Context: an optimization exercise on an open-source flow, tuned for small area, a short achievable clock period and few clock cycles per item. The choices shown serve that exercise and are no tape-out recipe.
The RTL was checked by simulation tests, not by an equivalence proof against the original design.
Power figures rest on the tool's default switching activity, not on a simulated workload.

## flow/design.v (module list and top-level ports; edited modules follow where they fit)
// module fa3: 4 lines
// module xnor2m: 3 lines
// module or2m: 3 lines
// module matrix_pipeline_mac_top: 5534 lines
module matrix_pipeline_mac_top (
    input wire clk,
    input wire rst,
    input wire start,
    input wire [7:0] a11, a12, a13,
    input wire [7:0] a21, a22, a23,
    input wire [7:0] a31, a32, a33,
    input wire [7:0] b11, b12, b13,
    input wire [7:0] b21, b22, b23,
    input wire [7:0] b31, b32, b33,
    output wire [15:0] c11, c12, c13,
    output wire [15:0] c21, c22, c23,
    output wire [15:0] c31, c32, c33,
    output reg done
);
  // ...
==> flow/flow/run.sh <==
#!/bin/bash
# The standard layout, with sky130_fd_sc_hd__buf_8 as the input port buffers
# and sky130_fd_sc_hd__buf_1 as the output port buffers (ORFS otherwise buffers
# every port with the slow clkdlybuf4s50_1 delay cell).  The output buffers
# are added right after global placement (flow/post_gpl.tcl), since the
# timing-driven global placement removes buffers before it buffers the ports.
set -o pipefail
bash standard.sh BUFFER_PORTS_ARGS="-inputs -buffer_cell sky130_fd_sc_hd__buf_8" \
    POST_GLOBAL_PLACE_TCL="$PWD/flow/post_gpl.tcl" finish 2>&1 | tee standard_make.log
==> flow/flow/post_gpl.tcl <==
# Buffer the output ports after global placement, with a small buffer: the
# output paths have slack to spare.
buffer_ports -outputs -buffer_cell sky130_fd_sc_hd__buf_1
==> flow/standard.sh <==
#!/bin/bash
# synth_recipe.tcl (not shown) runs the flow's synth.tcl, then flattens the netlist and writes it again
# the make line also repeats each setting of config.mk as NAME=value (left out here)
make -C /OpenROAD-flow-scripts/flow DESIGN_CONFIG=/design/flow/config.mk WORK_HOME=/design/flow/orfs CLKGATE_MAP_FILE= SYNTH_SCRIPT=/design/flow/synth_recipe.tcl "${@:-finish}"
==> flow/config.mk <==
export PLATFORM = sky130hd
export DESIGN_NAME = matrix_pipeline_mac_top
export DESIGN_NICKNAME = matrix_pipeline_mac_top
export VERILOG_FILES = /design/flow/design.v
export SDC_FILE = /design/flow/constraint.sdc
export NUM_CORES = 4
export LEC_CHECK = 0
export CAP_MARGIN = 20
export CORE_MARGIN = 2
export CORE_UTILIZATION = 55
export CTS_BUF_LIST = sky130_fd_sc_hd__clkbuf_8
export SLEW_MARGIN = 20
export SYNTH_HIERARCHICAL = 1
export SYNTH_MINIMUM_KEEP_SIZE = 0
==> flow/constraint.sdc <==
create_clock -name core_clock -period 6.0 [get_ports {clk}]
set_input_delay 1.2000 -clock core_clock [delete_from_list [all_inputs] [get_ports {clk}]]
set_output_delay 1.2000 -clock core_clock [all_outputs]
set_load 0.01 [all_outputs]
==> results_dict.tcl, run 1 <==
set metrics [dict create \
    outcome "finished clean" \
    finalHoldWorstSlack_ps 313 \
    clkSinkCount 235 \
    synthMuxAreaShare_pct 0 \
    pwr-share-clk_pct 7.2 \
    final_common_cell "nand2_1" \
    worst_pin_slew_ps 788 \
    nonClkBufAreaFrac_pct 5.12 \
    nWellTaps 1176 \
    antenna_found_initial 2 \
    nFlopsAndLatches 235 \
    routed_wl_mm 153 \
    cp_slowest_cell "fa_1" \
    routed-via-count 35369 \
    p_seq_share_pct 17.6 \
    synth.most_common_cell "nand2_1" \
    initial_core_util_pct 55.4 \
    required_ps 6430 \
    power.net_switching_w 0.0113 \
    critPathLaunch "a31[3]" \
    synth_common_cells "nand2_1, fa_1, clkbuf_1, edfxtp_1, xnor2_1" \
    syn-num-nets 6252 \
    cts_buffers 48 \
    n_all_inverters 109 \
    r2r-end "done" \
    grt_pass1_wl_mm 237 \
    yosys_warnings 7 \
    boundaryPins 292 \
    clock_latency_ps 700 \
    fmax_mhz 228 \
]
Testbench counts, summed over its fixed seeds: cycles 960, items 960.
==> run 2, diff against run 1 <==
--- a/flow/config.mk
+++ b/flow/config.mk
@@ -10,4 +10,5 @@
 export CORE_UTILIZATION = 55
 export CTS_BUF_LIST = sky130_fd_sc_hd__clkbuf_8
+export PLACE_DENSITY = 0.75
 export SLEW_MARGIN = 20
 export SYNTH_HIERARCHICAL = 1
==> results_dict.tcl, run 2 <==
set metrics [dict create \
    outcome "finished clean" \
    synth-simple-area-share_pct 15.9 \
    antenna_left 0 \
    cts_buffers 50 \
    pre_cts_slack_ps 956 \
    cts_tree "built" \
    synth.most_common_cell "nand2_1" \
    required_ps 6430 \
    synthToLayoutAreaGrowth_pct 8.51 \
    maxSlewHeadroom_pct 37.6 \
    wl_met2_mm 70.8 \
    fin_ws_ps 1630 \
    clockBufferDepth 3 \
    numPortBuffers 291 \
    maxCapViolations 0 \
    fmax_mhz 229 \
    rsz0062_at_grt "false" \
    worst_pin_slew_ps 935 \
    yosys_warnings 7 \
    cpPeakStageDelay_ps 520 \
    ys_top_cells_by_area "fa_1, edfxtp_1, nand2_1" \
    cp-end-kind "flop" \
    antenna_found_initial 2 \
    synth.distinct_cells 24 \
    cts.hold.buffers_added 0 \
    rows 110 \
    clkSinkCount 235 \
    grt.total_usage_pct 34.2 \
    grt_pass1_wl_mm 239 \
    highest_layer "met4" \
    met3_length_mm 21.0 \
    final_cell_mix "nand2_1, fa_1, edfxtp_1, buf_8, buf_1" \
    dieArea_sq_um 93100 \
    cts_root_buf "clkbuf_8" \
    core_area_sq_um 90000 \
    skew_ps 0 \
    arrival_ps 4800 \
    slew_violations 0 \
    synth_area_sq_um 49900 \
    grt_overflow 0 \
    routedWlPerCell_um 26.4 \
    synth_fa_ha_area_share_pct 61.6 \
    crit_type "in2reg" \
    finalCritPeriodShare_pct 72.9 \
    synthMuxAreaShare_pct 0 \
    synth_top_area_cell "fa_1" \
    drc 0 \
    layout-drive-gt1-share_pct 5.59 \
    synth.avg_cell_area_sq_um 11.0 \
    fillers 7190 \
    fin_nets 6309 \
    syn_inst 4539 \
    grt_max_degree 102 \
    fp.dieH_um 305 \
    worstPathCellList "buf_8 > nand2_1 > fa_1 > fa_1 > fa_1 > fa_1 > fa_1 > fa_1 > fa_1" \
    synth_compound_area_share_pct 1.83 \
    place_hpwl_mm 108 \
    path_clk_slew_ps 60 \
    clock_latency_ps 700 \
    drtIter0Drc 4320 \
    h-tree-depth 2 \
    syn-num-nets 6252 \
    cp_slowest_cell "fa_1" \
    yosys_register_bits 235 \
    ir_drop_v 0.000537 \
    ys.flop_type "edfxtp_1" \
    firstDrtPassIters 9 \
    wl_met1_mm 52.4 \
    hold_class "in2async" \
    grt_pass1_vias 41261 \
    setup-tns-final_ps 0 \
    cts.repair.resized 0 \
    yosys.area.top_type_share_pct 59.6 \
    finalHoldWorstSlack_ps 311 \
    synth_xor_area_share_pct 3.48 \
    async_flop_share_pct 0.426 \
    finalCriticalPeriod_ps 4370 \
    initial_core_util_pct 55.4 \
    final_cells 5815 \
    p_per_area_nw_per_um2 448 \
    cts_setup_buffers 0 \
    dp.cells 5720 \
    p_leak_nw 18.6 \
    final_common_cell "nand2_1" \
    synth_top_family_by_area "adder cells" \
    cp-start-kind "primary input" \
    boundaryPins 292 \
    hold_viol_final 0 \
    synth.yosys.seq_area_share_pct 14.1 \
    finalSetupViolations 0 \
    routed-via-count 36857 \
    fp.dieW_um 305 \
    critPathMostFrequentCell "fa_1" \
    vias_per_cell 6.34 \
    synth_common_cells "nand2_1, fa_1, clkbuf_1, edfxtp_1, xnor2_1" \
    routed_wl_mm 153 \
    synth_edf_count 234 \
    critPathMaxFanout 24 \
]
## run 2: cell counts after synthesis
No cell type changed its count.
## run 2: worst paths after layout
path / startpoint / end / slack [ps] / depth (start not counted)
worst max-delay path: b11[7] / t31_r15 / 1630 / 9
worst min-delay path: rst / done / 310 / 2
worst max register to register: done / done / 5230 / 1
worst min register to register: done / done / 470 / 1
max in group asynchronous: rst / done / 5600 / 2
min in group core_clock: done / done / 470 / 1
## run 2: cell families (layout without fill, tap and decap cells)
group / after synthesis / after routing
xor gates and xnor gates: 198 / 198
AOI/OAI and AO/OA: 135 / 135
DFF: 235 / 235
and+or+nand+nor: 2008 / 2008
buffers and inverters: 397 / 495
other: 0 / 2
adders and majority gates: 1566 / 1566
## run 2: per-stage QoR
stage          cell area (sq um)  power, W  util [%]
2_1_floorplan              49900    0.0163         -
3_3_place_gp               52500    0.0208      58.3
3_5_place_dp               53000    0.0223      58.9
4_1_cts                    54100    0.0244      60.1
5_1_grt                    54100    0.0267      60.1
6_report                   54100    0.0242      60.1
## run 2: power by group
part           total [W]  internal, W  switching, W
combinational     0.0180      0.00762        0.0104
clock            0.00200      0.00110      0.000899
sequential       0.00419      0.00387      0.000323
total             0.0242       0.0126        0.0116
## run 2: critical path, delay by kind of cell
family | cells | cell delay (ps)
and+or+nand+nor | 1 | 120
buffers and inverters | 1 | 230
adders and majority gates | 7 | 3220
## run 2: modules after synthesis, one instance, submodules excluded
| module | flops+latches | times used | cell area [sq um] |
|---|---|---|---|
| fa3 | 0 | 1476 | 20.0 |
| matrix_pipeline_mac_top | 235 | 1 | 18700 |
| or2m | 0 | 108 | 6.26 |
| xnor2m | 0 | 108 | 8.76 |
## run 2: layout make-up
type                    count  area, sq um  share of cell area [%]
multi-input cells        3907        41300                    76.4
flip-flops and latches    235         7050                    13.0
diodes                      2         5.00                 0.00925
repair buffers            293         2760                    5.11
clock inverters            42          387                   0.714
clock buffers              51          702                    1.30
inverters                 109          409                   0.756
well taps                1176         1470                    2.72
## run 2: routing by layer
metal / up-vias / track usage, %
met3: 693 / 11.1
met2: 3206 / 52.6
met1: 18994 / 44.0
met4: 0 / 17.1
li1: 13964 / -
met5: - / 0.207

-- afterwards: timing with drivers on the ports --
Ports are ideal in the flow. The routed layouts listed here were re-timed in OpenROAD. Step 1 assumes that a clkbuf_16 drives the clock port and a buf_2 every other input. Step 2 moves the port delays by t, midway between the first and last clock arrival at a register: inputs arrive t later, outputs are due t later. That takes back most of the time a late clock gives input paths. a / b / c = no drivers / after step 1 / after step 2; a / b = the first two.
run | shift t [ns] | slack for setup (ns) | worst setup path at the end | cell pins on the clock port's net
run 1 | 0.764 | 1.615 / 1.630 / 0.866 | input to register | 1
run 2 | 0.776 | 1.628 / 1.606 / 0.830 | input to register | 1
After both steps every run listed still meets setup and hold. For run 2, which loses most, drivers alone change the setup slack by -0.022 ns; drivers and shift together by -0.798 ns.
